What follows belongs to an exercise in optimizing a design on an open flow for small area, a short achievable clock period and few clock cycles per item; a production flow would make more cautious choices.
RTL that was checked went through simulation tests only; none was proved equivalent to the original.
Function not checked in runs 4 to 7: the RTL went through the layout flow alone.
No activity file was given, so power comes from the tool's default toggle rates.

`flow/config.mk`:
```
export PLATFORM = sky130hd
export DESIGN_NAME = MGU
export DESIGN_NICKNAME = MGU
export VERILOG_FILES = /design/flow/design.v
export SDC_FILE = /design/flow/constraint.sdc
export NUM_CORES = 4
export LEC_CHECK = 0
export CAP_MARGIN = 20
export CORE_AREA = 10 10 290 290
export DIE_AREA = 0 0 300 300
export PLACE_DENSITY = 0.6
export SLEW_MARGIN = 20
```
`flow/constraint.sdc`:
```
create_clock -name core_clock -period 4.0 [get_ports {clk}]
set_input_delay 0.8000 -clock core_clock [delete_from_list [all_inputs] [get_ports {clk}]]
set_output_delay 0.8000 -clock core_clock [all_outputs]
set_load 0.01 [all_outputs]
```
`flow/design.v`:
```
`timescale 1ns / 10ps
module MGU #(
	parameter VPropWidth   = 32,   
	parameter EIndexWidth  = 32,   
	parameter EDegreeWidth = 30,   
	parameter DataWidth    = 512,  
	parameter MsgWidth     = 64,   
	parameter VMUDataWidth = 94    
)(
    input 						 clk,             
	input 						 resetn,          
	output reg    [MsgWidth-1:0] FIFO_data_msg,   
	output reg                   FIFO_write_msg,  
    input                        FIFO_full_msg,  
	input     [VMUDataWidth-1:0] FIFO_data_vmu_a,   
	output reg                   FIFO_read_vmu_a,   
	input                        FIFO_empty_vmu_a,  
	input                        FIFO_read_valid_vmu_a,
	input     [VMUDataWidth-1:0] FIFO_data_vmu_b,   
	output reg                   FIFO_read_vmu_b,   
	input                        FIFO_empty_vmu_b,  
	input                        FIFO_read_valid_vmu_b,
	output reg [EIndexWidth-1:0] read_addr,       
	input	     [DataWidth-1:0] read_data,       
	output reg	   			     start_rd,        
	input                        end_rd           
);
reg     [DataWidth-1:0] store_read_data;  
reg               [2:0] current_edge;     
wire              [3:0] next_edge;        
reg  [EDegreeWidth-1:0] completed_edges;
wire [EDegreeWidth-1:0] completed_edges_plusone;
reg  [EDegreeWidth-1:0] total_edges;
reg    [VPropWidth-1:0] new_value;        
reg    [VPropWidth-1:0] prop;             
wire             [15:0] weight[7:0];     
wire             [47:0] neighbor[7:0];   
reg              [15:0] active_weight;
reg              [47:0] active_neighbor;
wire  [EIndexWidth-1:0] next_addr;        
reg                     fifo_a;
genvar i;
assign next_edge               = current_edge + 1'b1;
assign completed_edges_plusone = completed_edges + 1'b1;
assign next_addr               = {read_addr[31:20], (read_addr[19:6] + 1'b1), 6'b000000};
generate 
for (i=0; i < 8; i=i+1) begin
assign weight[i] = {store_read_data[55+(64*i):48+(64*i)], store_read_data[63+(64*i):56+(64*i)]};  
assign neighbor[i] = {store_read_data[7+(64*i):0+(64*i)], store_read_data[15+(64*i):8+(64*i)], store_read_data[23+(64*i):16+(64*i)],
                      store_read_data[31+(64*i):24+(64*i)], store_read_data[39+(64*i):32+(64*i)], store_read_data[47+(64*i):40+(64*i)]};  
end
endgenerate
reg [3:0] state;
localparam [3:0]
    IDLE          = 4'd0,
    READ          = 4'd1,
    READ_WAIT     = 4'd2,
    STORE_READ    = 4'd3,
    CHECK_EDGES   = 4'd4,
    COMPUTE       = 4'd5,
    PROPOGATE     = 4'd6;
localparam [2:0]
    ONE           = 3'd0,
    TWO           = 3'd1,
    THREE         = 3'd2,
    FOUR          = 3'd3,
    FIVE          = 3'd4,
    SIX           = 3'd5,
    SEVEN         = 3'd6,
    EIGHT         = 3'd7;
always @(posedge clk)
begin
if (~resetn)  
begin
    FIFO_read_vmu_a <= 1'b0;
    FIFO_read_vmu_b <= 1'b0;
    FIFO_write_msg <= 1'b0;
    FIFO_data_msg <= {MsgWidth{1'b0}};
    read_addr      <= {EIndexWidth{1'b0}};
    start_rd       <= 1'b0;
    state          <= IDLE;
end
else
begin
    case(state)
    IDLE:          
	begin
	    FIFO_write_msg      <= 1'b0;
	    FIFO_data_msg <= {MsgWidth{1'b0}};
		if(~FIFO_empty_vmu_a)  
		begin
		    FIFO_read_vmu_a  <= 1'b1;
		    fifo_a           <= 1'b1;
		    state            <= READ;
		end
		else if (~FIFO_empty_vmu_b)
		begin
		    FIFO_read_vmu_b  <= 1'b1;
		    fifo_a           <= 1'b0;
		    state            <= READ;
		end
	end
	READ:          
	begin
	   FIFO_read_vmu_a      <= 1'b0;
	   FIFO_read_vmu_b      <= 1'b0;
	   if (FIFO_read_valid_vmu_a || FIFO_read_valid_vmu_b) begin
		start_rd            <= 1'b1;
		if(fifo_a) begin
            prop                <= FIFO_data_vmu_a[93:62];
            read_addr           <= {12'h44a, FIFO_data_vmu_a[46:33], 6'b000000};  
            current_edge        <= FIFO_data_vmu_a[32:30];  
            total_edges         <= FIFO_data_vmu_a[29:0];
	    end
	    else begin
            prop                <= FIFO_data_vmu_b[93:62];
            read_addr           <= {12'h44a, FIFO_data_vmu_b[46:33], 6'b000000};  
            current_edge        <= FIFO_data_vmu_b[32:30];  
            total_edges         <= FIFO_data_vmu_b[29:0];
	    end
	    completed_edges     <= {EDegreeWidth{1'b0}};
		state               <= READ_WAIT;
		end
	end
	READ_WAIT:     
	begin
	    FIFO_write_msg      <= 1'b0;
	    FIFO_data_msg <= {MsgWidth{1'b0}};
		start_rd            <= 1'b0;
		if (end_rd) state   <= STORE_READ;
	end
	STORE_READ:
	begin
	    store_read_data <= read_data;
		state           <= CHECK_EDGES;
	end
    CHECK_EDGES:
    begin
            FIFO_write_msg  <= 1'b0;
            FIFO_data_msg <= {MsgWidth{1'b0}};
            state           <= COMPUTE;
            case(current_edge[2:0])
            ONE:
            begin
                active_weight <= weight[0];
                active_neighbor <= neighbor[0];
            end
            TWO:
            begin
                active_weight <= weight[1];
                active_neighbor <= neighbor[1];
            end 
            THREE:
            begin
                active_weight <= weight[2];
                active_neighbor <= neighbor[2];
            end 
            FOUR:
            begin
                active_weight <= weight[3];
                active_neighbor <= neighbor[3];
            end 
            FIVE:
            begin
                active_weight <= weight[4];
                active_neighbor <= neighbor[4];
            end 
            SIX:
            begin
                active_weight <= weight[5];
                active_neighbor <= neighbor[5];
            end 
            SEVEN:
            begin
                active_weight <= weight[6];
                active_neighbor <= neighbor[6];
            end 
            EIGHT:
            begin
                active_weight <= weight[7];
                active_neighbor <= neighbor[7];
            end
            default:
            begin
                state       <= IDLE;  
            end
            endcase
    end
    COMPUTE:
    begin
        new_value           <= prop + active_weight;
        state               <= PROPOGATE;
    end
    PROPOGATE:
    begin
        if(~FIFO_full_msg) begin
        FIFO_data_msg       <= {active_neighbor[32:0], new_value[30:0]};
        FIFO_write_msg      <= 1'b1;
        if (completed_edges_plusone == total_edges)
        begin
            state           <= IDLE;  
        end
        else if (next_edge[3] == 1'b1)
        begin
            start_rd        <= 1'b1;
            read_addr       <= next_addr; 
            current_edge    <= 3'b000;
            completed_edges <= completed_edges_plusone;
            state           <= READ_WAIT;
        end
        else 
        begin 
            current_edge    <= next_edge;
            completed_edges <= completed_edges_plusone;
            state           <= CHECK_EDGES;
        end
        end
    end
    default: state <= IDLE;
    endcase
end
end
endmodule
```
`flow/run.sh`:
```
#!/bin/bash
# synth_recipe.tcl (not shown) runs the flow's synth.tcl, then flattens the netlist and writes it again
# the make line also repeats each setting of config.mk as NAME=value (left out here)
make -C /OpenROAD-flow-scripts/flow DESIGN_CONFIG=/design/flow/config.mk WORK_HOME=/design/flow/orfs CLKGATE_MAP_FILE= SYNTH_SCRIPT=/design/flow/synth_recipe.tcl finish
```
==> impl_results.md, run 1 <==
- Share of cells above drive strength 1: 0.132
- Die X: 300 um
- Area Overhead vs Synth: 36.7%
- #FFs+latches synth: 653
- Total number of H-tree levels: 3
- Post-CTS Repair Setup Buffers: 0
- Critical path's largest stage delay: 0.45 ns
- Worst Setup Start Kind: flip-flop
- Main flop type after synthesis: edfxtp_1
- Most frequent cells in the layout: clkdlybuf4s50_1 (640), edfxtp_1 (567), mux2_2 (159)
- First-pass GRT wire length: 133,000 um
- Cell accounting for the most synthesized area: edfxtp_1
- Hold buffers post-CTS: 0
- Detailed Place HPWL: 69,700 um
- Fmax: 272 MHz
- Clock Skew: 0.0403 ns
- Clk Latency, worst-skew pair: 0.63 ns
- Syn Area/Cell: 14.5 um2
- Power per Cell Area: 432 nW/um2
- Minimum clock period: 3.67 ns
- Fin Setup TNS: 0 ns
- Final antenna-violating net count: 0
- Vias: 18,500
- GRT Overall Usage: 0.199
- I/O pins: 808
- Crit path depth: 12
- Fin nets: 3,248
- IO Port Bufs: 641
- NetSw: 3.73 mW
- Crit path kind: flip-flop to flip-flop
- Die area: 90,000 um2
- Grt total ovfl: 0
- Worst VDD drop: 0.351 mV
- Relative slew slack: 0.352
- Rows: 102
- P_int: 12.3 mW
- Seq/Total Area, Yosys: 0.689
- Final setup viols: 0
- Hold Fails Final Rpt: 0
- CTS buffer count: 73
- CTS tree: built
- Finished Layout Cells: 3,625
- Setup crit end: completed_edges[29]
- Final Power: 16.1 mW
- Worst Max-Slew Pin Slew: 0.971 ns
- DRC Markers: 0
- CP Max Fanout: 33
- Vias in the first global route: 19,200
- WP buf/inv: 2
- FF+latch area: 18,700 um2
- Initial antenna violation count: 32
- R2R setup slack: 0.33 ns
- Synth Instances: 1,877
- Vias/cell: 5.10
- Dpl ws: 0.308 ns
- Final wirelength: 93,300 um
- Worst setup EP type: flip-flop
- Mapped Area: 27,200 um2
- Worst-path clk slew: 0.06 ns
- Avg WL per Cell: 25.7 um
- Sequential fraction of design power: 0.483
- Period utilization: 0.918
- Switching Share: 0.232
- Starting Density: 0.351
- R2R Path Start: completed_edges[0]
- Worst R2R End: completed_edges[29]
- Post-synth EDFFs: 567
- Status: timing/DRC/antenna clean
- Root Driver: clkbuf_16
- Synth warn: 1
- Post-placement cell count: 3,480
- Die H: 300 um
- R2R depth: 12
- Multi-input logic area: 7840 um2
- Hold WC Path Type: flip-flop to flip-flop
- Slowest CP cell: nor4_1
- Finished Core Util: 0.480
- Power share of the clock group: 0.414
- Maxcap violations: 0
- Yosys top cell area share: 0.626
- Crit path DAT: 4.00 ns
- Resized Gates After CTS: 0
- GPL Wtd Cong: 0.865
- Largest net degree at the start of global routing: 103
- Clock Sinks: 653
- Detailed Route Iter0 Violations: 1,438
- Setup WS post-layout: 0.327 ns
- Logic pwr share: 0.103
- Largest cells by area after synthesis: edfxtp_1 (63%), mux2_2 (6.6%), dfxtp_1 (6.3%)
- First drt pass iteration count: 6
- Synth cell types: 80
- CP Launch Point: completed_edges[0]
- Max-slew violations: 0
- Asr flop ratio synth: 0
- Core Footprint: 77,600 um2
- Worst path required time: 4.33 ns
- Fillers: 6,797
- Worst-path cell chain: ha_1, nand3_2, nor3_1, mux2_2, a31oi_1, o2111ai_1, nor4_1, buf_4, and2_2, o21ai_0, and3_1, buf_12
- Leak: 12.3 nW
- RSZ-0062 raised after global routing: no
- Commonest non-fill, non-tap cell in the layout: clkdlybuf4s50_1
- Clk buf depth: 3
- CP delay by family, top: simple AND/OR/NAND/NOR gates
power by group through the flow:
stage	logic, mW	clock network, mW	registers [mW]
floorplan	0.734	0	7.86
global placement	1.66	0	7.89
detailed placement	1.67	0	7.90
CTS	1.68	6.82	7.76
global route	1.78	7.12	7.77
finish	1.66	6.65	7.76
area by class of cell:
class                           count  area share
Antenna cell                       11    0.000740
Timing Repair Buffer              680       0.183
Multi-Input combinational cell   1081       0.211
Clock inverter                     40      0.0112
Clock buffer                       94      0.0532
Inverter                           26     0.00262
Sequential cell                   653       0.504
Tap cell                         1040      0.0350
state kept, by name (all words and copies together), names as in the netlist:
signal and cells:
FIFO_data_msg 64, FIFO_read_vmu_a 1, FIFO_read_vmu_b 1, FIFO_write_msg 1, active_neighbor 33, active_weight 16
completed_edges 30, current_edge 3, fifo_a 1, new_value 31, prop 31, read_addr 15
start_rd 1, state 3, store_read_data 392, total_edges 30
metal layers:
metal | GRT usage | part of all wire | up-vias
li1 | - | - | 8467
met5 | 0 | 0.0020 | -
met1 | 0.249 | 0.41 | 9088
met3 | 0.0611 | 0.085 | 131
met4 | 0.0411 | 0.015 | 24
met2 | 0.337 | 0.49 | 773
cell families (layout without fill, tap and decap cells):
kind of cell    Yosys count  after routing  share of synthesized area
xor+xnor                 80             80                     0.0278
compound gates          300            300                     0.0841
other cells               1             25                   0.000138
buf+inv                 156            840                     0.0271
mux                     178            178                     0.0728
simple gates            484            484                     0.0874
fa+ha+maj                25             25                     0.0118
flops                   653            653                      0.689
tightest hold or removal path, delay by kind of cell, from the launching register on:
kind / cells / cell delay (ns)
flip-flops: 1 / 0.33
AO/OA/AOI/OAI: 1 / 0.04
AND/OR/NAND/NOR: 1 / 0.08
synthesized netlist by cell type, drive strengths merged (39+ instances only):
| cell | n |
|---|---|
| edfxtp | 567 |
| mux2 | 159 |
| nand2 | 155 |
| nor2 | 131 |
| dfxtp | 86 |
| clkbuf | 85 |
| nor2b | 69 |
| a22oi | 66 |
| xnor2 | 57 |
| a222oi | 49 |
| a41oi | 49 |
| buf | 44 |
| o21ai | 39 |
how the worst min path moves through the flow:
stage / start / to / slack, ns / cells after the start
6_report: FIFO_read_vmu_a / FIFO_read_vmu_a / 0.48 / 2
3_3_place_gp: FIFO_read_vmu_a / FIFO_read_vmu_a / 0.47 / 2
2_1_floorplan: new_value[0] / FIFO_data_msg[0] / 0.48 / 2
4_1_cts: FIFO_read_vmu_a / FIFO_read_vmu_a / 0.48 / 2
3_5_place_dp: FIFO_read_vmu_a / FIFO_read_vmu_a / 0.47 / 2
5_1_grt: FIFO_read_vmu_a / FIFO_read_vmu_a / 0.51 / 2
metrics by stage:
stage	hold slack (ns)	cell area (um2)
global route	0.507	37200
global placement	0.466	34800
floorplan	0.481	27300
detailed placement	0.470	34800
finish	0.485	37200
CTS	0.485	37200
Testbench counts, summed over its fixed seeds: cycles 42,662, messages 9,789.
==> inputs of run 2 (changes only) <==
==> flow/design.v (replaced) <==
`timescale 1ns / 10ps
module MGU #(
	parameter VPropWidth   = 32,
	parameter EIndexWidth  = 32,
	parameter EDegreeWidth = 30,
	parameter DataWidth    = 512,
	parameter MsgWidth     = 64,
	parameter VMUDataWidth = 94
)(
    input 						 clk,
	input 						 resetn,
	output reg    [MsgWidth-1:0] FIFO_data_msg,
	output                       FIFO_write_msg,
    input                        FIFO_full_msg,
	input     [VMUDataWidth-1:0] FIFO_data_vmu_a,
	output                       FIFO_read_vmu_a,
	input                        FIFO_empty_vmu_a,
	input                        FIFO_read_valid_vmu_a,
	input     [VMUDataWidth-1:0] FIFO_data_vmu_b,
	output                       FIFO_read_vmu_b,
	input                        FIFO_empty_vmu_b,
	input                        FIFO_read_valid_vmu_b,
	output       [EIndexWidth-1:0] read_addr,
	input	     [DataWidth-1:0] read_data,
	output	   			         start_rd,
	input                        end_rd
);
localparam [1:0] S_RST = 2'd0, S_IDLE = 2'd1, S_WAIT = 2'd2, S_DATA = 2'd3;
reg  [1:0]  state;
reg  [30:0] prop;        
reg  [13:0] blk;         
reg  [7:0]  slot;        
reg  [29:0] rem;         
reg         msg_v;       
reg         full_q;      
wire        rv  = FIFO_read_valid_vmu_a | FIFO_read_valid_vmu_b;
wire [93:0] rec = ({94{FIFO_read_valid_vmu_a}} & FIFO_data_vmu_a) |
                  ({94{FIFO_read_valid_vmu_b}} & FIFO_data_vmu_b);
wire data    = (state == S_DATA);
wire cap     = data & (~msg_v | ~full_q);    
wire rem1    = (rem == 30'd1);
wire rem2    = (rem == 30'd2);
wire newrec  = rv & state[0];                
wire nextblk = cap & slot[7] & ~rem1;
assign FIFO_write_msg = msg_v & ~full_q;
assign start_rd       = newrec | nextblk;
assign read_addr      = {12'h44a, rv ? rec[46:33] : blk + 14'd1, 6'b000000};
wire msg_v_n = cap | (msg_v & full_q);
wire cap_n   = ~FIFO_full_msg | ~msg_v_n;
wire last_n  = (data & cap & ~slot[7] & rem2) |
               (data & ~cap & rem1) |
               ((state == S_WAIT) & end_rd & rem1);
wire want    = resetn & (((state == S_IDLE) & ~rv) | (last_n & cap_n));
assign FIFO_read_vmu_a = want & ~FIFO_empty_vmu_a;
assign FIFO_read_vmu_b = want & FIFO_empty_vmu_a & ~FIFO_empty_vmu_b;
reg [63:0] e;
integer i;
always @* begin
    e = 64'd0;
    for (i = 0; i < 8; i = i + 1)
        e = e | ({64{slot[i]}} & read_data[64*i +: 64]);
end
wire [15:0] weight   = {e[55:48], e[63:56]};
wire [32:0] neighbor = {e[8], e[23:16], e[31:24], e[39:32], e[47:40]};
wire [16:0] sum_lo   = {1'b0, prop[15:0]} + {1'b0, weight};
wire [14:0] sum_hi   = sum_lo[16] ? prop[30:16] + 15'd1 : prop[30:16];
always @(posedge clk) begin
    full_q <= FIFO_full_msg;
    if (cap)
        FIFO_data_msg <= {neighbor, sum_hi, sum_lo[15:0]};
    if (newrec) begin
        prop <= rec[92:62];
        blk  <= rec[46:33];
        slot <= 8'd1 << rec[32:30];
        rem  <= rec[29:0];
    end else if (cap) begin
        rem  <= rem - 30'd1;
        slot <= {slot[6:0], slot[7]};
        if (slot[7]) blk <= blk + 14'd1;
    end
    if (~resetn) begin
        state <= S_RST;
        msg_v <= 1'b0;
    end else begin
        msg_v <= msg_v_n;
        case (state)
        S_RST:  state <= S_IDLE;
        S_IDLE: if (rv) state <= S_WAIT;
        S_WAIT: if (end_rd) state <= S_DATA;
        S_DATA: if (cap & (slot[7] | rem1)) state <= (rem1 & ~rv) ? S_IDLE : S_WAIT;
        endcase
    end
end
endmodule
==> flow/flow/run.sh (new file) <==
#!/bin/bash
# Standard layout, except that the port buffers use the smallest buffer cell.
set -euo pipefail
export BUFFER_PORTS_ARGS="-buffer_cell sky130_fd_sc_hd__buf_1"
bash standard.sh finish > standard_make.log 2>&1
==> flow/standard.sh (new file) <==
#!/bin/bash
# synth_recipe.tcl (not shown) runs the flow's synth.tcl, then flattens the netlist and writes it again
# the make line also repeats each setting of config.mk as NAME=value (left out here)
make -C /OpenROAD-flow-scripts/flow DESIGN_CONFIG=/design/flow/config.mk WORK_HOME=/design/flow/orfs CLKGATE_MAP_FILE= SYNTH_SCRIPT=/design/flow/synth_recipe.tcl "${@:-finish}"
removed: flow/run.sh
==> impl_results.md, run 2 <==
- Synth top cells by count: a22oi_1 (203), edfxtp_1 (147), clkbuf_1 (68) (was edfxtp_1 (567), mux2_2 (159), nand2_1 (154))
- Clock Skew: 0.0150 ns (was 0.0403 ns)
- Final wirelength: 72,900 um (was 93,300 um)
- CP Launch Point: rem[18] (was completed_edges[0])
- Vias: 11,600 (was 18,500)
- Die area: 90,000 um2 (unchanged)
- Clock Sinks: 151 (was 653)
- I/O pins: 808 (unchanged)
- Setup WS post-layout: 0.180 ns (was 0.327 ns)
- Main flop type after synthesis: edfxtp_1 (unchanged)
- IO Port Bufs: 637 (was 641)
- First-pass GRT wire length: 96,700 um (was 133,000 um)
- RSZ-0062 raised after global routing: no (unchanged)
- Hold Fails Final Rpt: 0 (unchanged)
- Avg WL per Cell: 27.4 um (was 25.7 um)
- Period utilization: 0.955 (was 0.918)
- Initial antenna violation count: 59 (was 32)
- Maxcap violations: 0 (unchanged)
- Max reg flops: 64 (was 392)
- Vias/cell: 4.38 (was 5.10)
- Synth cell types: 64 (was 80)
- R2R Path Start: slot[0] (was completed_edges[0])
- Minimum clock period: 3.82 ns (was 3.67 ns)
- Detailed Route Iter0 Violations: 817 (was 1,438)
- Fin Setup TNS: 0 ns (unchanged)
- Leak: 4.53 nW (was 12.3 nW)
- Synth Instances: 966 (was 1,877)
- Top Registers: FIFO_data_msg (64), prop (31), rem (30) (was store_read_data (392), FIFO_data_msg (64), active_neighbor (33))
- Max-slew violations: 0 (unchanged)
- Worst-path clk slew: 0.08 ns (was 0.06 ns)
- Crit path kind: flip-flop to output port (was flip-flop to flip-flop)
- Cell accounting for the most synthesized area: edfxtp_1 (unchanged)
- Yosys top cell area share: 0.441 (was 0.626)
- #FFs+latches synth: 151 (was 653)
- Die X: 300 um (unchanged)
- Share of cells above drive strength 1: 0.0693 (was 0.132)
- Relative slew slack: 0.280 (was 0.352)
- Synth warn: 1 (unchanged)
- Final Cell Area: 14,400 um2 (was 37,200 um2)
- Largest cells by area after synthesis: edfxtp_1 (44%), a22oi_1 (15%), a22o_1 (4.4%) (was edfxtp_1 (63%), mux2_2 (6.6%), dfxtp_1 (6.3%))
- Power per Cell Area: 384 nW/um2 (was 432 nW/um2)
- Core Footprint: 77,600 um2 (unchanged)
- Status: timing/DRC/antenna clean (unchanged)
- Min-delay src: FIFO_full_msg (was FIFO_read_vmu_a)
- Grt total ovfl: 0 (unchanged)
- GPL Wtd Cong: 0.926 (was 0.865)
- Count leader, synth: a22oi_1 (was edfxtp_1)
- Commonest non-fill, non-tap cell in the layout: buf_1 (was clkdlybuf4s50_1)
- Rows: 102 (unchanged)
- Area Overhead vs Synth: 44.0% (was 36.7%)
- Largest net degree at the start of global routing: 66 (was 103)
- Root Driver: clkbuf_16 (unchanged)
- Hold WC Path Type: primary input to flip-flop (was flip-flop to flip-flop)
- Fin nets: 2,318 (was 3,248)
- Worst Setup Start Kind: flip-flop (unchanged)
- Final antenna-violating net count: 0 (unchanged)
- Die H: 300 um (unchanged)
- Most frequent cells in the layout: buf_1 (635), a22oi_1 (203), edfxtp_1 (147) (was clkdlybuf4s50_1 (640), edfxtp_1 (567), mux2_2 (159))
- CTS buffer count: 17 (was 73)
- Dpl ws: -0.119 ns (was 0.308 ns)
- Post-synth EDFFs: 147 (was 567)
- Final setup viols: 0 (unchanged)
- Clk buf depth: 2 (was 3)
- Hold buffers post-CTS: 0 (unchanged)
- First drt pass iteration count: 6 (unchanged)
- Fmax: 262 MHz (was 272 MHz)
- Starting Density: 0.129 (was 0.351)
- Asr flop ratio synth: 0 (unchanged)
- Vias in the first global route: 11,800 (was 19,200)
- Worst VDD drop: 0.304 mV (was 0.351 mV)
- DRC Markers: 0 (unchanged)
- Worst Max-Slew Pin Slew: 1.08 ns (was 0.971 ns)
- Seq/Total Area, Yosys: 0.449 (was 0.689)
- Detailed Place HPWL: 62,300 um (was 69,700 um)
- CP Max Fanout: 4 (was 33)
- Clk Latency, worst-skew pair: 0.49 ns (was 0.63 ns)
- Worst path required time: 3.20 ns (was 4.33 ns)
- Biggest register: FIFO_data_msg (was store_read_data)
- Worst setup EP type: output port (was flip-flop)
- Syn Area/Cell: 10.4 um2 (was 14.5 um2)
- CTS tree: built (unchanged)
- Placed cell area: 13,700 um2 (was 34,800 um2)
- Mapped Area: 10,000 um2 (was 27,200 um2)
- GRT Overall Usage: 0.155 (was 0.199)
- Crit path DAT: 3.02 ns (was 4.00 ns)
- Post-CTS Repair Setup Buffers: 0 (unchanged)
- Total number of H-tree levels: 4 (was 3)
-- run 2: what timing repair did --
action | CTS | global route
gates cloned | 0 | 0
gates resized for setup | 1 | 2
endpoints found under the setup margin | 2 | 2
-- run 2: kinds of logic (layout without fill, tap and decap cells) --
| kind of cell | count (synthesis) | count (layout) | share of synthesized area |
|---|---|---|---|
| fa+ha+maj | 22 | 22 | 0.0282 |
| mux | 11 | 11 | 0.0111 |
| buf+inv | 107 | 726 | 0.0474 |
| flops | 151 | 151 | 0.449 |
| simple gates | 204 | 204 | 0.116 |
| xor+xnor | 61 | 61 | 0.0533 |
| compound gates | 408 | 408 | 0.295 |
| other cells | 2 | 35 | 0.000750 |
-- run 2: final timing paths --
| path | endpoint | slack (ns) | cells after the start |
|---|---|---|---|
| setup reg to reg | FIFO_data_msg[30] | 0.22 | 13 |
| hold / removal | full_q | 0.47 | 1 |
| setup / recovery | FIFO_read_vmu_b | 0.18 | 7 |
| hold reg to reg | FIFO_data_msg[30] | 0.57 | 1 |
-- run 2: layer usage --
layer  up-vias  share of wire  track usage
li1       5178              -            -
met1      5605           0.40        0.181
met2       685           0.47        0.253
met3       125           0.11       0.0627
met4        48          0.028       0.0519
met5         -         0.0038            0
-- run 2: worst max-delay path, stage by stage, from the launching register on --
cell and delay (ns):
edfxtp_1 0.42, or4_4 0.59, or4_4 0.51, and4b_2 0.37, a21boi_2 0.18, o21ai_1 0.12, nor3b_2 0.17, buf_1 0.17
-- run 2: cell type report --
type	instances	area (um2)
fillers	8839	63200
diodes	17	42.5
clock buffers	17	425
inverters	6	22.5
flip-flops and latches	151	4490
multi-input cells	724	5140
clock inverters	15	190
well taps	1040	1300
repair buffers	688	2810
-- run 2: per-stage QoR --
step / instances / utilization / power (mW) / hold slack, ns
after floorplan: 982 / - / 2.94 / 0.526
after global placement: 2609 / 0.177 / 3.73 / 0.556
after detailed placement: 2609 / 0.177 / 3.74 / 0.556
after CTS: 2641 / 0.185 / 5.63 / 0.403
after global routing: 2648 / 0.186 / 5.83 / 0.428
final: 2658 / 0.186 / 5.53 / 0.466
-- run 2: report_power, final --
group	switching, mW	internal (mW)	leakage, nW
combinational	1.02	0.616	2.86
clock	0.838	0.997	0.294
sequential	0.117	1.95	1.37
total	1.97	3.56	4.53
Testbench counts of run 2, summed over its fixed seeds: cycles 16,922, messages 9,789.
==> inputs of run 3 (changes only) <==
==> flow/run.sh (new file) <==
#!/bin/bash
# synth_recipe.tcl (not shown) runs the flow's synth.tcl, then flattens the netlist and writes it again
# the make line also repeats each setting of config.mk as NAME=value (left out here)
make -C /OpenROAD-flow-scripts/flow DESIGN_CONFIG=/design/flow/config.mk WORK_HOME=/design/flow/orfs CLKGATE_MAP_FILE= SYNTH_SCRIPT=/design/flow/synth_recipe.tcl finish
removed: flow/flow/run.sh
removed: flow/standard.sh
==> impl_results.md, run 3 <==
- IO Port Bufs: 637 (unchanged)
- Area Overhead vs Synth: 84.3% (was 44.0%)
- Mapped Area: 10,000 um2 (unchanged)
- Leak: 6.32 nW (was 4.53 nW)
- Top Registers: FIFO_data_msg (64), prop (31), rem (30) (unchanged)
- Setup WS post-layout: 0.161 ns (was 0.180 ns)
- Share of cells above drive strength 1: 0.0738 (was 0.0693)
- Sequential fraction of design power: 0.351 (was 0.374)
- Worst Max-Slew Pin Slew: 0.975 ns (was 1.08 ns)
- CTS tree: built (unchanged)
- Clock Skew: 0.0151 ns (was 0.0150 ns)
- Total number of H-tree levels: 4 (unchanged)
- Biggest register: FIFO_data_msg (unchanged)
- Vias/cell: 4.37 (was 4.38)
- Worst Setup Start Kind: flip-flop (unchanged)
- Vias: 11,700 (was 11,600)
- Commonest non-fill, non-tap cell in the layout: clkdlybuf4s50_1 (was buf_1)
- Hold buffers post-CTS: 0 (unchanged)
- Avg WL per Cell: 28.2 um (was 27.4 um)
- Power per Cell Area: 322 nW/um2 (was 384 nW/um2)
- Final wirelength: 75,300 um (was 72,900 um)
- RSZ-0062 raised after global routing: no (unchanged)
- Final Cell Area: 18,500 um2 (was 14,400 um2)
- Largest net degree at the start of global routing: 68 (was 66)
- I/O pins: 808 (unchanged)
- Status: timing/DRC/antenna clean (unchanged)
- Post-synth EDFFs: 147 (unchanged)
- Clock Sinks: 151 (unchanged)
- Fillers: 8,327 (was 8,839)
- Worst-path clk slew: 0.08 ns (about the same)
- Worst setup EP type: output port (unchanged)
- DRC Markers: 0 (unchanged)
- Clk buf depth: 2 (unchanged)
- Logic pwr share: 0.348 (was 0.295)
- Starting Density: 0.129 (unchanged)
- Relative slew slack: 0.350 (was 0.280)
- Fin Setup TNS: 0 ns (unchanged)
- #FFs+latches synth: 151 (unchanged)
- Final antenna-violating net count: 0 (unchanged)
- Yosys top cell area share: 0.441 (unchanged)
- Power share of the clock group: 0.301 (was 0.331)
- Detailed Route Iter0 Violations: 822 (was 817)
- Switching Share: 0.329 (was 0.356)
- Final setup viols: 0 (unchanged)
- First-pass GRT wire length: 101,000 um (was 96,700 um)
- Minimum clock period: 3.84 ns (was 3.82 ns)
- Worst path required time: 3.20 ns (about the same)
- Largest cells by area after synthesis: edfxtp_1 (44%), a22oi_1 (15%), a22o_1 (4.4%) (unchanged)
- Root Driver: clkbuf_16 (unchanged)
- Die area: 90,000 um2 (unchanged)
- Grt total ovfl: 0 (unchanged)
- Main flop type after synthesis: edfxtp_1 (unchanged)
- Synth warn: 1 (unchanged)
- P_int: 3.98 mW (was 3.56 mW)
- Synth Instances: 966 (unchanged)
- Clk Latency, worst-skew pair: 0.48 ns (was 0.49 ns)
- CTS buffer count: 17 (unchanged)
- Count leader, synth: a22oi_1 (unchanged)
- NetSw: 1.96 mW (was 1.97 mW)
- GRT Overall Usage: 0.160 (was 0.155)
- Worst VDD drop: 0.322 mV (was 0.304 mV)
- First drt pass iteration count: 7 (was 6)
- Vias in the first global route: 12,300 (was 11,800)
- Crit path DAT: 3.04 ns (was 3.02 ns)
- Die H: 300 um (unchanged)
- Cell accounting for the most synthesized area: edfxtp_1 (unchanged)
- Syn Area/Cell: 10.4 um2 (unchanged)
- CP Max Fanout: 4 (unchanged)
- Rows: 102 (unchanged)
- Seq/Total Area, Yosys: 0.449 (unchanged)
- Fin nets: 2,330 (was 2,318)
- Synth top cells by count: a22oi_1 (203), edfxtp_1 (147), clkbuf_1 (68) (unchanged)
- Multi-input logic area: 5130 um2 (was 5140 um2)
- Fmax: 260 MHz (was 262 MHz)
- Hold Fails Final Rpt: 0 (unchanged)
- Placed cell area: 17,800 um2 (was 13,700 um2)
- GPL Wtd Cong: 0.895 (was 0.926)
- Die X: 300 um (unchanged)
- Max-slew violations: 0 (unchanged)
- Period utilization: 0.960 (was 0.955)
- Detailed Place HPWL: 63,800 um (was 62,300 um)
- Maxcap violations: 0 (unchanged)
- Initial antenna violation count: 50 (was 59)
- Most frequent cells in the layout: clkdlybuf4s50_1 (632), a22oi_1 (203), edfxtp_1 (147) (was buf_1 (635), a22oi_1 (203), edfxtp_1 (147))
- Asr flop ratio synth: 0 (unchanged)
- Hold WC Path Type: flip-flop to flip-flop (was primary input to flip-flop)
- Dpl ws: -0.115 ns (was -0.119 ns)
- FF+latch area: 4490 um2 (unchanged)
- Core Footprint: 77,600 um2 (unchanged)
- Finished Core Util: 0.238 (was 0.186)
- Synth cell types: 64 (unchanged)
- Crit path kind: flip-flop to output port (unchanged)
- Max reg flops: 64 (unchanged)
[run 3: changes by cell type in the layout (fill, tap and decap cells not counted), moves of 3 or more]
cell             before  now
clkdlybuf4s50_1       0  632
buf_1               635    0
inv_6                 6    3
buf_4                49   63
[run 3: layer usage]
layer / vias up / wire length (um) / track usage
li1: 5210 / - / -
met1: 5671 / 30100 / 0.185
met2: 620 / 35300 / 0.264
met3: 125 / 7420 / 0.0640
met4: 42 / 2270 / 0.0563
met5: - / 244 / 0
[run 3: area by class of cell]
class / count / share of cell area
sequential: 151 / 0.244
clock buffer: 19 / 0.0235
multi-input combinational: 724 / 0.278
antenna: 16 / 0.00217
timing repair buffer: 700 / 0.372
inverter: 6 / 0.00122
clock inverter: 13 / 0.00908
tap: 1040 / 0.0705
[run 3: per-stage QoR]
stage	cells	total power, mW	hold slack (ns)
final	2669	5.94	0.562
after global placement	2618	4.16	0.555
after floorplan	982	2.94	0.526
after global routing	2663	6.24	0.580
after CTS	2650	6.04	0.565
after detailed placement	2618	4.19	0.563
[run 3: path summary, 6_finish.rpt]
kind | startpoint | endpoint | slack, ns | depth (start not counted)
worst min register to register | prop[30] | FIFO_data_msg[30] | 0.56 | 1
worst max-delay path | rem[18] | FIFO_read_vmu_b | 0.16 | 7
worst max register to register | slot[7] | FIFO_data_msg[16] | 0.20 | 13
worst min-delay path | prop[30] | FIFO_data_msg[30] | 0.56 | 1
[run 3: repair_timing]
action,in CTS,in global routing
setup buffers,0,3
endpoints found under the hold margin,0,0
pin swaps,0,0
setup endpoints to repair,3,2
gates resized for setup,6,1
cloned,0,0
[run 3: worst max-delay path, cell delays in order, from the launching register on]
cell and delay, ns:
edfxtp_1 0.40, or4_4 0.58, or4_4 0.51, and4b_2 0.36
a21boi_2 0.20, o21ai_2 0.10, nor3b_2 0.16, clkdlybuf4s15_2 0.25
[run 3: cells by family after synthesis]
logic type | after synthesis | share of synthesized area
buf+inv | 107 | 0.0474
xor+xnor | 61 | 0.0533
other cells | 2 | 0.000750
mux | 11 | 0.0111
fa+ha+maj | 22 | 0.0282
simple gates | 204 | 0.116
compound gates | 408 | 0.295
flops | 151 | 0.449
[run 3: power by group through the flow]
stage	combinational (mW)	sequential [mW]	clock [mW]
final	2.07	2.08	1.79
after global routing	2.22	2.11	1.92
after global placement	2.03	2.12	0
after CTS	2.08	2.09	1.87
after detailed placement	2.06	2.13	0
after floorplan	0.874	2.07	0
==> inputs of run 4 (changes only) <==
--- a/flow/design.v
+++ b/flow/design.v
@@ -28,7 +28,9 @@
 localparam [1:0] S_RST = 2'd0, S_IDLE = 2'd1, S_WAIT = 2'd2, S_DATA = 2'd3;
 reg  [1:0]  state;
 reg  [30:0] prop;        
-reg  [13:0] blk;         
+reg  [13:0] nblk;        
+reg         rem1;        
+reg         rem2;        
 reg  [7:0]  slot;        
 reg  [29:0] rem;         
 reg         msg_v;       
@@ -38,13 +40,11 @@
                   ({94{FIFO_read_valid_vmu_b}} & FIFO_data_vmu_b);
 wire data    = (state == S_DATA);
 wire cap     = data & (~msg_v | ~full_q);    
-wire rem1    = (rem == 30'd1);
-wire rem2    = (rem == 30'd2);
 wire newrec  = rv & state[0];                
 wire nextblk = cap & slot[7] & ~rem1;
 assign FIFO_write_msg = msg_v & ~full_q;
 assign start_rd       = newrec | nextblk;
-assign read_addr      = {12'h44a, rv ? rec[46:33] : blk + 14'd1, 6'b000000};
+assign read_addr      = {12'h44a, rec[46:33] | ({14{~rv}} & nblk), 6'b000000};
 wire msg_v_n = cap | (msg_v & full_q);
 wire cap_n   = ~FIFO_full_msg | ~msg_v_n;
 wire last_n  = (data & cap & ~slot[7] & rem2) |
@@ -70,13 +70,17 @@
         FIFO_data_msg <= {neighbor, sum_hi, sum_lo[15:0]};
     if (newrec) begin
         prop <= rec[92:62];
-        blk  <= rec[46:33];
+        nblk <= rec[46:33] + 14'd1;
+        rem1 <= (rec[29:0] == 30'd1);
+        rem2 <= (rec[29:0] == 30'd2);
         slot <= 8'd1 << rec[32:30];
         rem  <= rec[29:0];
     end else if (cap) begin
         rem  <= rem - 30'd1;
         slot <= {slot[6:0], slot[7]};
-        if (slot[7]) blk <= blk + 14'd1;
+        rem1 <= rem2;
+        rem2 <= (rem == 30'd3);
+        if (slot[7]) nblk <= nblk + 14'd1;
     end
     if (~resetn) begin
         state <= S_RST;
==> flow/flow/run.sh (new file) <==
#!/bin/bash
# Standard layout, except that the port buffers use the smallest buffer cell.
set -euo pipefail
export BUFFER_PORTS_ARGS="-buffer_cell sky130_fd_sc_hd__buf_1"
bash standard.sh finish > standard_make.log 2>&1
==> flow/standard.sh (new file) <==
#!/bin/bash
# synth_recipe.tcl (not shown) runs the flow's synth.tcl, then flattens the netlist and writes it again
# the make line also repeats each setting of config.mk as NAME=value (left out here)
make -C /OpenROAD-flow-scripts/flow DESIGN_CONFIG=/design/flow/config.mk WORK_HOME=/design/flow/orfs CLKGATE_MAP_FILE= SYNTH_SCRIPT=/design/flow/synth_recipe.tcl "${@:-finish}"
--- a/flow/config.mk
+++ b/flow/config.mk
@@ -9,4 +9,5 @@
 export CORE_AREA = 10 10 290 290
 export DIE_AREA = 0 0 300 300
 export PLACE_DENSITY = 0.6
+export SETUP_SLACK_MARGIN = 1.0
 export SLEW_MARGIN = 20
removed: flow/run.sh
==> impl_results.md, run 4 <==
- First-pass GRT wire length: 96,400 um (was 101,000 um)
- Cell accounting for the most synthesized area: edfxtp_1 (unchanged)
- Leak: 4.67 nW (was 6.32 nW)
- Worst Setup Start Kind: flip-flop (unchanged)
- Max reg flops: 64 (unchanged)
- Detailed Place HPWL: 61,900 um (was 63,800 um)
- CTS tree: built (unchanged)
- Largest cells by area after synthesis: edfxtp_1 (44%), a22oi_1 (15%), a22o_1 (4.6%) (was edfxtp_1 (44%), a22oi_1 (15%), a22o_1 (4.4%))
- Max-slew violations: 0 (unchanged)
- Hold buffers post-CTS: 0 (unchanged)
- GRT Overall Usage: 0.154 (was 0.160)
- Die H: 300 um (unchanged)
- CP Max Fanout: 8 (was 4)
- Asr flop ratio synth: 0 (unchanged)
- #FFs+latches synth: 153 (was 151)
- Die X: 300 um (unchanged)
- Fmax: 315 MHz (was 260 MHz)
- Largest net degree at the start of global routing: 74 (was 68)
- Synth cell types: 64 (unchanged)
- Root Driver: clkbuf_16 (unchanged)
- Clock Sinks: 153 (was 151)
- Final Cell Area: 15,200 um2 (was 18,500 um2)
- Worst VDD drop: 0.294 mV (was 0.322 mV)
- Relative slew slack: 0.373 (was 0.350)
- Final wirelength: 73,300 um (was 75,300 um)
- Status: timing/DRC/antenna clean (unchanged)
- Final antenna-violating net count: 0 (unchanged)
- Period utilization: 0.794 (was 0.960)
- Crit path DAT: 3.42 ns (was 3.04 ns)
- Initial antenna violation count: 62 (was 50)
- Most frequent cells in the layout: buf_1 (634), a22oi_1 (182), edfxtp_1 (149) (was clkdlybuf4s50_1 (632), a22oi_1 (203), edfxtp_1 (147))
- Yosys top cell area share: 0.439 (was 0.441)
- Vias/cell: 4.36 (was 4.37)
- Clk Latency, worst-skew pair: 0.49 ns (was 0.48 ns)
- Seq/Total Area, Yosys: 0.447 (was 0.449)
- Biggest register: FIFO_data_msg (unchanged)
- Synth top cells by count: a22oi_1 (210), edfxtp_1 (149), clkbuf_1 (68) (was a22oi_1 (203), edfxtp_1 (147), clkbuf_1 (68))
- Vias in the first global route: 11,900 (was 12,300)
- DRC Markers: 0 (unchanged)
- GPL Wtd Cong: 0.899 (was 0.895)
- Maxcap violations: 0 (unchanged)
- Detailed Route Iter0 Violations: 919 (was 822)
- Area Overhead vs Synth: 49.0% (was 84.3%)
- CTS buffer count: 17 (unchanged)
- Met2 WL: 34,600 um (was 35,300 um)
- Share of cells above drive strength 1: 0.115 (was 0.0738)
- Final setup viols: 0 (unchanged)
- I/O pins: 808 (unchanged)
- RSZ-0062 raised after global routing: yes (was no)
- Total number of H-tree levels: 4 (unchanged)
- Met3 wire length: 8200 um (was 7420 um)
- CP Launch Point: slot[3] (was rem[18])
- Top Registers: FIFO_data_msg (64), prop (31), rem (30) (unchanged)
- Avg WL per Cell: 27.3 um (was 28.2 um)
- Clock Skew: 0.0207 ns (was 0.0151 ns)
- Mapped Area: 10,200 um2 (was 10,000 um2)
- Synth Instances: 980 (was 966)
- Starting Density: 0.131 (was 0.129)
- Placed cell area: 13,900 um2 (was 17,800 um2)
- Top Layer Used: met5 (unchanged)
- Die area: 90,000 um2 (unchanged)
- Crit path kind: flip-flop to flip-flop (was flip-flop to output port)
- Post-synth EDFFs: 149 (was 147)
- Hold WC Path Type: primary input to flip-flop (was flip-flop to flip-flop)
- Min-delay src: FIFO_full_msg (was prop[30])
- Fin nets: 2,353 (was 2,330)
- Syn Area/Cell: 10.4 um2 (about the same)
- Power per Cell Area: 371 nW/um2 (was 322 nW/um2)
- Synth warn: 1 (unchanged)
- Worst-path clk slew: 0.08 ns (about the same)
- Commonest non-fill, non-tap cell in the layout: buf_1 (was clkdlybuf4s50_1)
- Worst path required time: 4.24 ns (was 3.20 ns)
- Clk buf depth: 2 (unchanged)
- Worst setup EP type: flip-flop (was output port)
- Wl on met1: 28,100 um (was 30,100 um)
- Hold path depth: 1 (unchanged)
- Minimum clock period: 3.17 ns (was 3.84 ns)
- Fin Setup TNS: 0 ns (unchanged)
- R2R depth: 12 (was 13)
- First drt pass iteration count: 5 (was 7)
- Vias: 11,700 (about the same)
- Main flop type after synthesis: edfxtp_1 (unchanged)
- Worst Max-Slew Pin Slew: 0.940 ns (was 0.975 ns)
- R2R Path Start: slot[3] (was slot[7])
- IO Port Bufs: 637 (unchanged)
- Count leader, synth: a22oi_1 (unchanged)
- Hold Fails Final Rpt: 0 (unchanged)
- Core Footprint: 77,600 um2 (unchanged)
- Grt total ovfl: 0 (unchanged)
- Rows: 102 (unchanged)
-- run 4: worst max-delay path: stages, from the launching register on --
cell	delay [ns]
edfxtp_1	0.38
buf_6	0.15
a22oi_2	0.28
buf_4	0.17
nand4_1	0.13
ha_4	0.22
fa_2	0.40
a211oi_4	0.29
o21ai_4	0.11
a31oi_4	0.20
o211ai_4	0.15
buf_12	0.18
mux2_2	0.26
-- run 4: where the power goes --
| group | switching, mW | internal (mW) | total [mW] |
|---|---|---|---|
| logic | 1.09 | 0.746 | 1.84 |
| registers | 0.109 | 1.98 | 2.09 |
| clock network | 0.876 | 0.837 | 1.71 |
-- run 4: per-stage QoR --
step | hold WS (ns) | utilization | setup WS, ns | total power, mW | instances
floorplan | 0.499 | - | 1.00 | 3.01 | 996
global placement | 0.537 | 0.179 | 0.207 | 3.76 | 2618
detailed placement | 0.540 | 0.179 | 0.191 | 3.78 | 2618
CTS | 0.421 | 0.190 | 0.817 | 5.62 | 2670
global route | 0.456 | 0.195 | 0.683 | 5.96 | 2682
finish | 0.472 | 0.196 | 0.825 | 5.64 | 2690
-- run 4: cell type report --
cell class              instances  area (um2)
fillers                      8746       62400
multi-input cells             735        5630
flip-flops and latches        153        4560
repair buffers                708        3030
well taps                    1040        1300
clock buffers                  17         425
clock inverters                15         168
inverters                       9        33.8
diodes                         13        32.5
-- run 4: repair_timing --
action	CTS	global route
setup endpoints to repair	68	24
resized for setup	32	57
buffers inserted	20	6
gates cloned	0	1
pin swaps	9	26
-- run 4: path summary, 6_finish.rpt --
| check | to | slack [ns] |
|---|---|---|
| worst min-delay path | full_q | 0.47 |
| worst max register to register | FIFO_data_msg[17] | 0.83 |
| worst min register to register | msg_v | 0.55 |
| worst max-delay path | FIFO_data_msg[17] | 0.83 |
-- run 4: cell families after synthesis --
group                    after synthesis  share of synthesized area
AO/OA/AOI/OAI                        402                      0.290
adder cells (fa/ha/maj)               21                     0.0265
buffers and inverters                108                     0.0487
other                                  2                   0.000737
XOR/XNOR                              64                     0.0550
AND/OR/NAND/NOR                      229                      0.131
flip-flops                           153                      0.447
multiplexers                           1                    0.00111
-- run 4: layer usage --
layer  global-route usage  vias up
li1                     -     5295
met1                0.180     5602
met2                0.256      655
met3               0.0591      135
met4               0.0486       48
met5                    0        -
==> inputs of run 5 (changes only) <==
--- a/flow/config.mk
+++ b/flow/config.mk
@@ -5,9 +5,10 @@
 export SDC_FILE = /design/flow/constraint.sdc
 export NUM_CORES = 4
 export LEC_CHECK = 0
+export ABC_CLOCK_PERIOD_IN_PS = 2500
 export CAP_MARGIN = 20
 export CORE_AREA = 10 10 290 290
 export DIE_AREA = 0 0 300 300
 export PLACE_DENSITY = 0.6
-export SETUP_SLACK_MARGIN = 1.0
+export SETUP_SLACK_MARGIN = 1.5
 export SLEW_MARGIN = 20
==> impl_results.md, run 5 <==
- Finished Layout Cells: 2,709 (was 2,690)
- Share of cells above drive strength 1: 0.128 (was 0.115)
- Period utilization: 0.776 (was 0.794)
- Final wirelength: 75,900 um (was 73,300 um)
- Synth warn: 1 (unchanged)
- Total number of H-tree levels: 4 (unchanged)
- Clk buf depth: 2 (unchanged)
- Worst Setup Start Kind: flip-flop (unchanged)
- FF+latch area: 4560 um2 (about the same)
- Worst VDD drop: 0.301 mV (was 0.294 mV)
- First drt pass iteration count: 5 (unchanged)
- Final setup viols: 0 (unchanged)
- Most frequent cells in the layout: buf_1 (626), a22oi_1 (188), edfxtp_1 (149) (was buf_1 (634), a22oi_1 (182), edfxtp_1 (149))
- Asr flop ratio synth: 0 (unchanged)
- Sequential fraction of design power: 0.359 (was 0.370)
- Worst path required time: 4.23 ns (was 4.24 ns)
- Vias/cell: 4.44 (was 4.36)
- DRC Markers: 0 (unchanged)
- RSZ-0062 raised after global routing: yes (unchanged)
- NetSw: 2.14 mW (was 2.08 mW)
- Largest net degree at the start of global routing: 74 (unchanged)
- Clk Latency, worst-skew pair: 0.49 ns (about the same)
- Mapped Area: 10,200 um2 (unchanged)
- Fmax: 322 MHz (was 315 MHz)
- Root Driver: clkbuf_16 (unchanged)
- Dpl ws: 0.331 ns (was 0.191 ns)
- Crit path DAT: 3.33 ns (was 3.42 ns)
- Fin Setup TNS: 0 ns (unchanged)
- Finished Core Util: 0.200 (was 0.196)
- GPL Wtd Cong: 0.940 (was 0.899)
- Worst setup EP type: flip-flop (unchanged)
- Yosys top cell area share: 0.439 (unchanged)
- CP Max Fanout: 6 (was 8)
- Leak: 4.82 nW (was 4.67 nW)
- Vias: 12,000 (was 11,700)
- Initial antenna violation count: 64 (was 62)
- Power share of the clock group: 0.304 (about the same)
- Minimum clock period: 3.10 ns (was 3.17 ns)
- Count leader, synth: a22oi_1 (unchanged)
- Detailed Route Iter0 Violations: 929 (was 919)
- Top Registers: FIFO_data_msg (64), prop (31), rem (30) (unchanged)
- CTS buffer count: 17 (unchanged)
- Die X: 300 um (unchanged)
- GRT Overall Usage: 0.160 (was 0.154)
- Die H: 300 um (unchanged)
- Crit path kind: flip-flop to flip-flop (unchanged)
- Max reg flops: 64 (unchanged)
- I/O pins: 808 (unchanged)
- Grt total ovfl: 0 (unchanged)
- Avg WL per Cell: 28.0 um (was 27.3 um)
- P_int: 3.68 mW (was 3.56 mW)
- Synth top cells by count: a22oi_1 (210), edfxtp_1 (149), clkbuf_1 (68) (unchanged)
- Logic pwr share: 0.338 (was 0.326)
- Fillers: 8,697 (was 8,746)
- Multi-input logic area: 5660 um2 (was 5630 um2)
- Largest cells by area after synthesis: edfxtp_1 (44%), a22oi_1 (15%), a22o_1 (4.6%) (unchanged)
- Final antenna-violating net count: 0 (unchanged)
- Placed cell area: 13,800 um2 (was 13,900 um2)
- Clock Skew: 0.0224 ns (was 0.0207 ns)
- Hold WC Path Type: primary input to flip-flop (unchanged)
- Status: timing/DRC/antenna clean (unchanged)
- Core Footprint: 77,600 um2 (unchanged)
- Post-placement cell count: 2,603 (was 2,618)
- Setup WS post-layout: 0.895 ns (was 0.825 ns)
- Cell accounting for the most synthesized area: edfxtp_1 (unchanged)
- Biggest register: FIFO_data_msg (unchanged)
- Commonest non-fill, non-tap cell in the layout: buf_1 (unchanged)
- Hold Fails Final Rpt: 0 (unchanged)
- Final Cell Area: 15,500 um2 (was 15,200 um2)
- Main flop type after synthesis: edfxtp_1 (unchanged)
- First-pass GRT wire length: 99,300 um (was 96,400 um)
- Area Overhead vs Synth: 52.1% (was 49.0%)
- Vias in the first global route: 12,100 (was 11,900)
- Syn Area/Cell: 10.4 um2 (unchanged)
- Max-slew violations: 0 (unchanged)
- CTS tree: built (unchanged)
- Clock Sinks: 153 (unchanged)
- IO Port Bufs: 637 (unchanged)
- #FFs+latches synth: 153 (unchanged)
- Fin nets: 2,360 (was 2,353)
- Starting Density: 0.131 (unchanged)
- Hold_ws: 0.524 ns (was 0.472 ns)
- Power per Cell Area: 375 nW/um2 (was 371 nW/um2)
- Post-synth EDFFs: 149 (unchanged)
- Final Power: 5.81 mW (was 5.64 mW)
- Relative slew slack: 0.425 (was 0.373)
- Maxcap violations: 0 (unchanged)
- Switching Share: 0.367 (was 0.368)
- Synth cell types: 64 (unchanged)
- Synth Instances: 980 (unchanged)
- Detailed Place HPWL: 61,900 um (about the same)
- Rows: 102 (unchanged)
- Worst Max-Slew Pin Slew: 0.863 ns (was 0.940 ns)
- Die area: 90,000 um2 (unchanged)
- Worst-path clk slew: 0.07 ns (was 0.08 ns)
- Seq/Total Area, Yosys: 0.447 (unchanged)
-- run 5: cell count changes in the layout (fill, tap and decap cells not counted), sizes merged --
cell,previous run,this run
clkinvlp,1,0
buf,704,707
bufbuf,0,4
bufinv,0,1
inv,17,18
clkinv,6,5
diode,13,25
-- run 5: metal layers --
layer  wire [um]  vias up  global-route usage
met5         213        -                   0
met4        2550       34              0.0620
met3        8250      150              0.0637
met2       35800      720               0.264
met1       29000     5811               0.182
li1            -     5321                   -
-- run 5: kinds of logic (layout without fill, tap and decap cells) --
| logic type | count (synthesis) | after routing | synth area share |
|---|---|---|---|
| adders and majority gates | 21 | 21 | 0.0265 |
| buffers and inverters | 108 | 756 | 0.0487 |
| muxes | 1 | 1 | 0.00111 |
| xor gates and xnor gates | 64 | 64 | 0.0550 |
| AOI/OAI and AO/OA | 402 | 402 | 0.290 |
| other | 2 | 43 | 0.000737 |
| and+or+nand+nor | 229 | 229 | 0.131 |
| DFF | 153 | 153 | 0.447 |
-- run 5: layout make-up --
cell class              count  share of cell area
well taps                1040              0.0839
diodes                     25             0.00404
repair buffers            715               0.212
multi-input cells         735               0.365
clock buffers              17              0.0274
inverters                   9             0.00218
clock inverters            15              0.0113
flip-flops and latches    153               0.294
-- run 5: critical path, stage by stage, from the launching register on --
cell	delay (ns)
edfxtp_1	0.37
buf_4	0.17
a22oi_2	0.28
nand4_1	0.23
ha_4	0.24
fa_2	0.37
a211oi_4	0.31
o21ai_4	0.12
a31oi_4	0.22
o211ai_2	0.10
buf_6	0.14
buf_6	0.13
nand4_1	0.10
xnor2_1	0.08
-- run 5: repair_timing --
| item | 4_1_cts | 5_1_grt |
|---|---|---|
| pin swaps | 43 | 29 |
| resized for setup | 86 | 42 |
| hold buffers | 0 | 0 |
| hold endpoints to repair | 0 | 0 |
| buffers inserted | 35 | 9 |
| gates cloned | 5 | 0 |
| endpoints found under the setup margin | 107 | 34 |
-- run 5: worst paths after layout --
path,from,to,slack [ns],cells past startpoint
max,slot[3],FIFO_data_msg[24],0.90,13
min,FIFO_full_msg,full_q,0.52,1
max reg2reg,slot[3],FIFO_data_msg[24],0.90,13
min reg2reg,state[1],msg_v,0.53,2
-- run 5: power by group through the flow --
stage                     registers, mW  clock network, mW  logic (mW)
after detailed placement           2.14                  0        1.62
after global placement             2.13                  0        1.61
after CTS                          2.09               1.86        1.87
after floorplan                    2.10                  0       0.935
after global routing               2.10               1.90        2.12
final                              2.09               1.76        1.96
==> inputs of run 6 (changes only) <==
--- a/flow/config.mk
+++ b/flow/config.mk
@@ -7,8 +7,8 @@
 export LEC_CHECK = 0
 export ABC_CLOCK_PERIOD_IN_PS = 2500
 export CAP_MARGIN = 20
-export CORE_AREA = 10 10 290 290
-export DIE_AREA = 0 0 300 300
+export CORE_AREA = 5 5 195 195
+export DIE_AREA = 0 0 200 200
 export PLACE_DENSITY = 0.6
 export SETUP_SLACK_MARGIN = 1.5
 export SLEW_MARGIN = 20
==> impl_results.md, run 6 <==
- Status: aborted with a tool error (was timing/DRC/antenna clean)
- Fail Step: I/O pin placement (3_2_place_iop)
- First error: [ERROR PPL-0024] Number of IO pins (808) exceeds maximum number of available positions (718). Increase the die perimeter from 800.00um to 1098.88um.
- Die X: 200 um (was 300 um)
- Cell accounting for the most synthesized area: edfxtp_1 (unchanged)
- Die H: 200 um (was 300 um)
- Main flop type after synthesis: edfxtp_1 (unchanged)
- Count leader, synth: a22oi_1 (unchanged)
- Syn Area/Cell: 10.4 um2 (unchanged)
- Seq/Total Area, Yosys: 0.447 (unchanged)
- Synth cell types: 64 (unchanged)
- Post-synthesis xor/xnor area fraction: 0.0550 (unchanged)
- Mapped Area: 10,200 um2 (unchanged)
- Largest cells by area after synthesis: edfxtp_1 (44%), a22oi_1 (15%), a22o_1 (4.6%) (unchanged)
- Synth Instances: 980 (unchanged)
- Synth warn: 1 (unchanged)
- Compound-Gate Fraction of Synth Area: 0.290 (unchanged)
- Largest family of logic cells by synthesized area: compound AO/OA/AOI/OAI gates (unchanged)
- Starting Density: 0.286 (was 0.131)
- Synth top cells by count: a22oi_1 (210), edfxtp_1 (149), clkbuf_1 (68) (unchanged)
- Post-synth EDFFs: 149 (unchanged)
- Asr flop ratio synth: 0 (unchanged)
- Rows: 69 (was 102)
- Simple-Gate Fraction of Synth Area: 0.131 (unchanged)
- Yosys top cell area share: 0.439 (unchanged)
- Multiplexer share of the synthesized area: 0.00111 (unchanged)
- Adder-cell share of the synthesized area: 0.0265 (unchanged)
- #FFs+latches synth: 153 (unchanged)
run 6: cell counts after synthesis:
Identical to the previous run, type by type.
run 6: cell families after synthesis:
group,after synthesis
AO/OA/AOI/OAI,402
AND/OR/NAND/NOR,229
flip-flops,153
buffers and inverters,108
XOR/XNOR,64
adder cells (fa/ha/maj),21
other,2
multiplexers,1
==> inputs of run 7 (changes only) <==
--- a/flow/design.v
+++ b/flow/design.v
@@ -62,12 +62,30 @@
 end
 wire [15:0] weight   = {e[55:48], e[63:56]};
 wire [32:0] neighbor = {e[8], e[23:16], e[31:24], e[39:32], e[47:40]};
-wire [16:0] sum_lo   = {1'b0, prop[15:0]} + {1'b0, weight};
-wire [14:0] sum_hi   = sum_lo[16] ? prop[30:16] + 15'd1 : prop[30:16];
+reg  [15:0] gg, tt;
+reg  [16:0] cc;
+reg  [14:0] ones;        
+integer l, k;
+always @* begin
+    gg = prop[15:0] & weight;
+    tt = prop[15:0] | weight;
+    for (l = 0; l < 4; l = l + 1)
+        for (k = 0; k < 16; k = k + 1)
+            if (k[l]) begin
+                gg[k] = gg[k] | (tt[k] & gg[((k >> l) << l) - 1]);
+                tt[k] = tt[k] & tt[((k >> l) << l) - 1];
+            end
+    cc = {gg, 1'b0};
+    ones[0] = 1'b1;
+    for (k = 1; k < 15; k = k + 1)
+        ones[k] = ones[k-1] & prop[16+k-1];
+end
+wire [15:0] sum_lo = prop[15:0] ^ weight ^ cc[15:0];
+wire [14:0] sum_hi = prop[30:16] ^ ({15{cc[16]}} & ones);
 always @(posedge clk) begin
     full_q <= FIFO_full_msg;
     if (cap)
-        FIFO_data_msg <= {neighbor, sum_hi, sum_lo[15:0]};
+        FIFO_data_msg <= {neighbor, sum_hi, sum_lo};
     if (newrec) begin
         prop <= rec[92:62];
         nblk <= rec[46:33] + 14'd1;
==> flow/config.mk (replaced) <==
export PLATFORM = sky130hd
export DESIGN_NAME = MGU
export DESIGN_NICKNAME = MGU
export VERILOG_FILES = /design/flow/design.v
export SDC_FILE = /design/flow/constraint.sdc
export NUM_CORES = 4
export LEC_CHECK = 0
export CAP_MARGIN = 20
export CORE_AREA = 10 10 290 290
export DIE_AREA = 0 0 300 300
export PLACE_DENSITY = 0.6
export SETUP_SLACK_MARGIN = 1.0
export SLEW_MARGIN = 20
==> impl_results.md, run 7 <==
- Crit path DAT: 3.72 ns
- Max-slew violations: 0
- Die area: 90,000 um2
- CP Max Fanout: 10
- Sequential fraction of design power: 0.373
- Post-placement cell count: 2,653
- Clk Latency, worst-skew pair: 0.48 ns
- Worst VDD drop: 0.272 mV
- #FFs+latches synth: 153 (unchanged)
- Clock Sinks: 153
- CTS tree: built
- Worst Setup Start Kind: flip-flop
- Initial antenna violation count: 34
- Logic pwr share: 0.316
- Largest cells by area after synthesis: edfxtp_1 (43%), a22oi_1 (15%), a22o_1 (4.4%) (was edfxtp_1 (44%), a22oi_1 (15%), a22o_1 (4.6%))
- Max reg flops: 64
- First drt pass iteration count: 5
- Hold_ws: 0.495 ns
- Commonest non-fill, non-tap cell in the layout: buf_1
- Clock Skew: 0.0171 ns
- Fin Setup TNS: 0 ns
- Power per Cell Area: 350 nW/um2
- Final setup viols: 0
- Area Overhead vs Synth: 51.2%
- Most frequent cells in the layout: buf_1 (633), a22oi_1 (203), edfxtp_1 (149)
- P_int: 3.56 mW
- NetSw: 1.92 mW
- Vias/cell: 4.37
- Detailed Place HPWL: 55,500 um
- Total number of H-tree levels: 4
- GPL Wtd Cong: 0.936
- Largest net degree at the start of global routing: 59
- IO Port Bufs: 637
- Multi-input logic area: 5680 um2
- Vias in the first global route: 12,200
- Top Registers: FIFO_data_msg (64), prop (31), rem (30)
- Seq/Total Area, Yosys: 0.439 (was 0.447)
- Starting Density: 0.134 (was 0.286)
- Biggest register: FIFO_data_msg
- Dpl ws: 0.0123 ns
- Die H: 300 um (was 200 um)
- Worst setup EP type: flip-flop
- DRC Markers: 0
- GRT Overall Usage: 0.139
- CTS buffer count: 17
- Syn Area/Cell: 10.3 um2 (was 10.4 um2)
- Post-synth EDFFs: 149 (unchanged)
- Cell accounting for the most synthesized area: edfxtp_1 (unchanged)
- Crit path kind: flip-flop to flip-flop
- Final antenna-violating net count: 0
- Period utilization: 0.842
- Switching Share: 0.351
- Count leader, synth: a22oi_1 (unchanged)
- Hold buffers post-CTS: 0
- Leak: 5.21 nW
- Root Driver: clkbuf_16
- Worst Max-Slew Pin Slew: 0.726 ns
- Synth cell types: 58 (was 64)
- Worst path required time: 4.35 ns
- Final wirelength: 67,400 um
- Avg WL per Cell: 24.6 um
- Yosys top cell area share: 0.432 (was 0.439)
- I/O pins: 808
- Synth top cells by count: a22oi_1 (214), edfxtp_1 (149), nand4_1 (54) (was a22oi_1 (210), edfxtp_1 (149), clkbuf_1 (68))
- Grt total ovfl: 0
- Finished Layout Cells: 2,736
- Clk buf depth: 2
- Share of cells above drive strength 1: 0.119
- RSZ-0062 raised after global routing: yes
- Asr flop ratio synth: 0 (unchanged)
- Main flop type after synthesis: edfxtp_1 (unchanged)
- Worst-path clk slew: 0.08 ns
- Minimum clock period: 3.37 ns
- First-pass GRT wire length: 89,400 um
- FF+latch area: 4560 um2
- Detailed Route Iter0 Violations: 841
- Hold Fails Final Rpt: 0
- Mapped Area: 10,400 um2 (was 10,200 um2)
- Vias: 12,000
- Fmax: 297 MHz
- Fillers: 8,651
- Rows: 102 (was 69)
- Final Cell Area: 15,700 um2
- Hold WC Path Type: primary input to flip-flop
- Finished Core Util: 0.202
- Synth warn: 1 (unchanged)
- Final Power: 5.48 mW
- Status: timing/DRC/antenna clean (was aborted with a tool error)
- Die X: 300 um (was 200 um)
- Setup WS post-layout: 0.634 ns
- Placed cell area: 14,200 um2
- Power share of the clock group: 0.311
- Synth Instances: 1,009 (was 980)
- Core Footprint: 77,600 um2
- Fin nets: 2,419
- Relative slew slack: 0.514
- Maxcap violations: 0
-- run 7: changes by cell type after synthesis, moves of 8 or more --
cell      previous run  this run
nand2_1             50        42
nor3_1              10        19
inv_1                9        46
ha_1                20        33
clkbuf_1            68        53
xnor2_1             48        38
o21ai_0             30        22
nor2_1              31        41
buf_1                6        19
-- run 7: kinds of logic (layout without fill, tap and decap cells) --
family                     after synthesis  count (layout)  share of synthesized area
AOI/OAI and AO/OA                      388             388                      0.278
xor gates and xnor gates                60              60                     0.0507
adders and majority gates               37              37                     0.0476
buffers and inverters                  140             802                     0.0582
DFF                                    153             153                      0.439
muxes                                    3               3                    0.00290
other                                    2              27                   0.000724
and+or+nand+nor                        226             226                      0.123
-- run 7: metal layers --
| metal | wire [um] | track usage | vias to the layer above | share of wire |
|---|---|---|---|---|
| met1 | 26900 | 0.162 | 5748 | 0.40 |
| met2 | 31900 | 0.229 | 745 | 0.47 |
| met4 | 2390 | 0.0592 | 12 | 0.035 |
| met3 | 6170 | 0.0487 | 111 | 0.092 |
| li1 | - | - | 5347 | - |
| met5 | 63 | 0 | - | 0.00093 |
-- run 7: path summary, 6_finish.rpt --
| path | slack, ns | startpoint | depth (start not counted) | end |
|---|---|---|---|---|
| worst max-delay path | 0.63 | slot[7] | 14 | FIFO_data_msg[8] |
| worst min register to register | 0.58 | state[1] | 2 | msg_v |
| worst min-delay path | 0.50 | FIFO_full_msg | 1 | full_q |
| worst max register to register | 0.63 | slot[7] | 14 | FIFO_data_msg[8] |
-- run 7: worst max-delay path, stage by stage, from the launching register on --
cell	delay, ns
edfxtp_1	0.47
buf_12	0.19
buf_4	0.15
buf_12	0.14
a22oi_1	0.18
nand4_1	0.16
ha_1	0.24
or2_2	0.33
o211a_1	0.26
or2_4	0.26
a21oi_4	0.14
nor2_2	0.06
nor2_2	0.11
fa_2	0.47
inv_1	0.06
-- run 7: timing repair --
item,in CTS,in global routing
pin swaps,21,30
setup buffers,27,10
setup endpoints to repair,26,27
cloned,2,3
resized for setup,38,59
endpoints found under the hold margin,0,0
-- run 7: layout make-up --
class,instances,area share
Multi-Input combinational cell,732,0.363
Sequential cell,153,0.291
Timing Repair Buffer,723,0.214
Tap cell,1040,0.0830
Clock buffer,17,0.0272
Inverter,47,0.0113
Clock inverter,15,0.0101
Antenna cell,9,0.00144
-- run 7: power by group through the flow --
stage / registers [mW] / clock network [mW] / logic (mW)
2_1_floorplan: 2.06 / 0 / 0.811
3_3_place_gp: 2.09 / 0 / 1.47
3_5_place_dp: 2.09 / 0 / 1.49
4_1_cts: 2.05 / 1.80 / 1.64
5_1_grt: 2.06 / 1.84 / 1.88
6_report: 2.05 / 1.70 / 1.73

-- static timing again, ports no longer ideal --
The results above use ideal ports. As a check the final layouts listed here were re-extracted and re-timed, cells and wires unchanged. Step 1 assumes that a clkbuf_16 drives the clock port and a buf_2 every other input. Step 2 moves the port delays by t, midway between the first and last clock arrival at a register: inputs arrive t later, outputs are due t later. That takes back most of the time a late clock gives input paths. a / b / c = ideal ports / drivers / drivers and shift; a / b = the first two.
| run | t, ns | setup WS [ns] | hold slack, ns | worst setup path after step 2 | clock arrival spread, ns |
|---|---|---|---|---|---|
| run 1 | 0.675 | 0.327 / 0.327 / 0.327 | 0.485 / 0.485 / 0.485 | register to register | 0.046 / 0.046 |
| run 2 | 0.528 | 0.180 / 0.131 / -0.088 | 0.466 / 0.487 / 0.568 | input to register | 0.015 / 0.015 |
| run 3 | 0.530 | 0.161 / 0.109 / -0.088 | 0.562 / 0.562 / 0.562 | input to register | 0.017 / 0.018 |
| run 4 | 0.528 | 0.825 / 0.825 / 0.410 | 0.472 / 0.484 / 0.550 | input to register | 0.026 / 0.026 |
| run 5 | 0.532 | 0.895 / 0.895 / 0.512 | 0.524 / 0.528 / 0.528 | input to register | 0.028 / 0.027 |
| run 7 | 0.524 | 0.634 / 0.634 / 0.334 | 0.495 / 0.487 / 0.578 | input to register | 0.021 / 0.020 |
Met with ideal ports but missed after step 2: setup timing in run 2 and run 3. For run 4, which loses most, drivers alone change the setup slack by 0.000 ns; drivers and shift together by -0.415 ns.
